From an optimization exercise on the open Yosys and OpenROAD flow, aimed at small area, a short achievable clock period and few clock cycles per item; shortcuts taken in it are not production practice.
The RTL was checked by simulation tests, not by an equivalence proof against the original design.

==> flow/design.v <==
module div_top (
    input  logic        clk,
    input  logic        rst,
    input  logic        in_valid,
    output logic        in_ready,
    input  logic  [2:0] in_op,
    input  logic [63:0] in_a,
    input  logic [63:0] in_b,
    output logic        out_valid,
    input  logic        out_ready,
    output logic [63:0] out_result
);
    localparam [2:0] S_IDLE = 3'd0, S_P1 = 3'd1, S_P2 = 3'd2, S_ITER = 3'd3, S_POST = 3'd4;
    logic  [2:0] st;
    logic [64:0] R, V;      
    logic [63:0] Q;         
    logic  [5:0] cnt;       
    logic  [6:0] ma, mb;    
    logic        w, rm;     
    logic        sa;        
    logic        cin;       
    logic        neg;       
    logic        zq;        
    logic        fst;       
    logic        ovld;
    function automatic [6:0] blen(input logic [63:0] x);
        logic [63:0] v [0:6];
        logic [5:0]  p [0:6][0:63];
        for (int i = 0; i < 64; i++) begin v[0][i] = x[i]; p[0][i] = 6'd0; end
        for (int l = 1; l <= 6; l++) begin
            for (int i = 0; i < 64; i++) begin v[l][i] = 1'b0; p[l][i] = 6'd0; end
            for (int i = 0; i < (64 >> l); i++) begin
                v[l][i] = v[l-1][2*i+1] | v[l-1][2*i];
                p[l][i] = v[l-1][2*i+1] ? (p[l-1][2*i+1] | (6'd1 << (l-1))) : p[l-1][2*i];
            end
        end
        blen = v[6][0] ? {1'b0, p[6][0]} + 7'd1 : 7'd0;
    endfunction
    logic [64:0] ia, ib;
    logic        iadd;
    always_comb begin
        ia = in_op[2] ? {{33{~in_op[0] & in_a[31]}}, in_a[31:0]} : {~in_op[0] & in_a[63], in_a};
        ib = in_op[2] ? {{33{~in_op[0] & in_b[31]}}, in_b[31:0]} : {~in_op[0] & in_b[63], in_b};
        iadd = ia[64] ^ ib[64];
    end
    logic [65:0] sum;
    logic [64:0] S;
    logic        zs, c;
    always_comb begin
        sum = {R, 1'b1} + {V, cin};
        S   = sum[65:1];
        zs  = &((R ^ V) ~^ {R[63:0] | V[63:0], cin});
        c   = sa ? (S[64] | zs) : ~S[64];
    end
    logic  [6:0] la, lb;
    logic        dz;
    always_comb begin
        la = blen(R[63:0] ^ {64{R[64]}});
        lb = blen(V[63:0] ^ {64{V[64]}});
        dz = (V == {65{cin}});
    end
    logic  [7:0] s;
    logic  [5:0] sh;
    always_comb begin
        s  = {1'b0, ma} + {7'd0, sa} - {1'b0, mb};
        sh = s[6] ? 6'd63 : s[5:0];
    end
    logic [64:0] Vsh;
    always_comb begin
        Vsh = V;
        for (int k = 0; k < 6; k++)
            if (sh[k]) Vsh = (Vsh << (1 << k)) | (cin ? ~({65{1'b1}} << (1 << k)) : 65'd0);
    end
    logic [63:0] qv, r;
    always_comb begin
        qv = zq ? 64'd0 : Q;
        r  = rm ? R[63:0] : (neg ? ~qv : qv);
        if (w) r[63:32] = {32{r[31]}};
    end
    always_ff @(posedge clk) begin
        if (rst) begin
            st   <= S_IDLE;
            ovld <= 1'b0;
        end else begin
            if (ovld & out_ready) ovld <= 1'b0;
            case (st)
                S_IDLE: if (in_valid) st <= S_P1;
                S_P1: begin
                    if (dz | ~c) st <= S_POST;
                    else         st <= S_P2;
                end
                S_P2: st <= S_ITER;
                S_ITER: if (~ovld && cnt == 6'd0) st <= S_POST;
                S_POST: if (~ovld) begin
                    ovld <= 1'b1;
                    st   <= in_valid ? S_P1 : S_IDLE;
                end
                default: st <= S_IDLE;
            endcase
        end
    end
    always_ff @(posedge clk) begin
        case (st)
            S_IDLE, S_POST: if (in_ready) begin
                R   <= ia;
                V   <= iadd ? ib : ~ib;
                cin <= ~iadd;
                sa  <= ia[64];
                neg <= iadd & ~in_op[1];
                w   <= in_op[2];
                rm  <= in_op[1];
            end
            S_P1: begin
                ma  <= la;
                mb  <= lb;
                fst <= 1'b1;
                zq  <= dz | ~c;
                if (dz | ~c) neg <= dz;
                else if (neg) R <= S;
            end
            S_P2: begin
                V   <= Vsh;
                cnt <= sh;
            end
            S_ITER: if (~ovld) begin
                if (c) R <= S;
                Q   <= {Q[62:0] & {63{~fst}}, c};
                fst <= 1'b0;
                V   <= {V[64], V[64:1]};
                cnt <= cnt - 6'd1;
            end
            default: ;
        endcase
        if (st == S_POST && ~ovld) Q <= r;
    end
    always_comb in_ready   = (st == S_IDLE) | (st == S_POST & ~ovld);
    always_comb out_valid  = ovld;
    always_comb out_result = Q;
endmodule
export LEC_CHECK = 0
export ABC_AREA = 1
export CAP_MARGIN = 20
export CORE_MARGIN = 2
export CORE_UTILIZATION = 40
export SETUP_SLACK_MARGIN = 4.5
export SLEW_MARGIN = 20
create_clock -name core_clock -period 8.0 [get_ports {clk}]
run.sh (not shown) runs the stock make flow with config.mk's settings and CLKGATE_MAP_FILE= SYNTH_SCRIPT=/design/flow/synth_recipe.tcl, a recipe that flattens the netlist after the stock synthesis.
The starting point ran to the end with no violations.
Testbench counts at the start, summed over its fixed seeds: cycles 22,095, divs 2,048.
Edit:
--- a/flow/config.mk
+++ b/flow/config.mk
@@ -7,3 +7,2 @@
 export LEC_CHECK = 0
-export ABC_AREA = 1
 export CAP_MARGIN = 20
@@ -11,3 +10,3 @@
 export CORE_UTILIZATION = 40
-export SETUP_SLACK_MARGIN = 4.5
+export SETUP_SLACK_MARGIN = 4.0
 export SLEW_MARGIN = 20
The changed run passed the timing, design-rule and antenna checks; core utilization falls by 0.66 points; worst setup slack loses 0.36 ns; cell count shrinks by a little under a tenth; wire length grows by a little under a tenth; worst hold slack gets better by 0.0086 ns; clock-buffer cell count grows by 11; final area grows by a few percent; register-to-register slack degrades by 0.36 ns; maximum frequency went down by a little under a tenth.

---

## run A
div_top, a different RTL version from the one above (not shown whole).
Size: about 24,000 µm² of cells after synthesis.
==> flow/config.mk <==
export PLATFORM = sky130hd
export DESIGN_NAME = div_top
export DESIGN_NICKNAME = div_top
export VERILOG_FILES = /design/flow/design.v
export SDC_FILE = /design/flow/constraint.sdc
export NUM_CORES = 4
export LEC_CHECK = 0
export ABC_AREA = 1
export CAP_MARGIN = 20
export CORE_MARGIN = 2
export CORE_UTILIZATION = 40
export SETUP_SLACK_MARGIN = 4.5
export SLEW_MARGIN = 20
==> flow/constraint.sdc <==
create_clock -name core_clock -period 8.0 [get_ports {clk}]
set_input_delay 1.6000 -clock core_clock [delete_from_list [all_inputs] [get_ports {clk}]]
set_output_delay 1.6000 -clock core_clock [all_outputs]
set_load 0.01 [all_outputs]
Testbench counts of run A, summed over its fixed seeds: cycles 22,018, divs 2,048.
## Diff of input files: run B against run A
- SETUP_SLACK_MARGIN: 4.5 -> unset
==> flow/flow/run.sh (new file) <==
#!/bin/bash
# Layout: the standard flow (standard.sh) with one change: the port
# buffers that global placement inserts on every input and output are
# sky130_fd_sc_hd__buf_2 cells instead of the default pick,
# sky130_fd_sc_hd__clkdlybuf4s50_1 (a delay buffer: larger and about 0.4 ns
# slower on every path from an input or to an output).  Timing repair aims
# at 4.75 ns of setup slack, as SETUP_SLACK_MARGIN does in config.mk.
# The whole make output goes to run_flow.log in this folder; ORFS keeps each
# step's own log under orfs/logs/.
set -euo pipefail
bash standard.sh SETUP_SLACK_MARGIN=4.75 "BUFFER_PORTS_ARGS=-buffer_cell sky130_fd_sc_hd__buf_2" finish > run_flow.log 2>&1
==> flow/standard.sh (new file) <==
#!/bin/bash
# synth_recipe.tcl (not shown) runs the flow's synth.tcl, then flattens the netlist and writes it again
# the make line also repeats each setting of config.mk as NAME=value (left out here)
make -C /OpenROAD-flow-scripts/flow DESIGN_CONFIG=/design/flow/config.mk WORK_HOME=/design/flow/orfs CLKGATE_MAP_FILE= SYNTH_SCRIPT=/design/flow/synth_recipe.tcl "${@:-finish}"
removed: flow/run.sh
From run A to run B the numbers moved as follows: utilization now sits higher, met3 usage shows an increase of 1.6 points, fill cell instance count of the final layout fell 92.
Run A was smaller in final cell area than run B.
For run A, the master of the slowest instance on the critical path was sky130_fd_sc_hd__o21ai_1, unlike run B, where it was sky130_fd_sc_hd__edfxtp_1.
#### Input delta (run C over run B)
-- flow/flow/run.sh --
<<< run B, line 7
# at 4.75 ns of setup slack, as SETUP_SLACK_MARGIN does in config.mk.
>>> run C, line 7
# at 4.5 ns of setup slack, as SETUP_SLACK_MARGIN does in config.mk.
<<< run B, line 11
bash standard.sh SETUP_SLACK_MARGIN=4.75 "BUFFER_PORTS_ARGS=-buffer_cell sky130_fd_sc_hd__buf_2" finish > run_flow.log 2>&1
>>> run C, line 11
bash standard.sh SETUP_SLACK_MARGIN=4.5 "BUFFER_PORTS_ARGS=-buffer_cell sky130_fd_sc_hd__buf_2" finish > run_flow.log 2>&1
[summary]
- Diff run B -> run C: non-filler instance count after layout decreased by 1.1% relative to the old numbers; wire length of the first global-routing pass decreased by 1.5% relative to the old numbers; total half-perimeter wirelength after legalization and detailed placement down about 1.2%.

-- what the ideal ports hide --
No port has a modelled driver above. Below, the same layouts with a new extraction and two added sets of constraints.
Step 1, drivers: a clkbuf_16 drives clk and a buf_2 each remaining input, both assumed.
Step 2 also shifts input and output timing later by t, the mid clock arrival at the registers, as if the neighbouring blocks saw the same clock.
Three values: no drivers, after step 1, after step 2; two values: the first two.
run | t (ns) | slack for setup (ns) | clock arrival spread, ns | worst register clock-pin slew, ns | worst slew at a driven data input, ns
the first run of note 1 | 0.684 | 4.000 / 4.000 / 3.868 | 0.028 / 0.028 | 0.08 / 0.08 | 0.07
the second run of note 1 | 0.694 | 3.638 / 3.638 / 3.277 | 0.038 / 0.038 | 0.07 / 0.07 | 0.05
run A | 0.655 | 4.469 / 4.469 / 3.915 | 0.015 / 0.016 | 0.07 / 0.07 | 0.05
run B | 0.671 | 4.433 / 4.433 / 3.948 | 0.041 / 0.041 | 0.07 / 0.07 | 0.34
run C | 0.661 | 4.496 / 4.496 / 3.972 | 0.023 / 0.023 | 0.07 / 0.07 | 0.06
After both steps every run listed still meets setup and hold. The setup slack of run A, which loses most, moves by 0.000 ns with the drivers and by -0.554 ns with both steps.
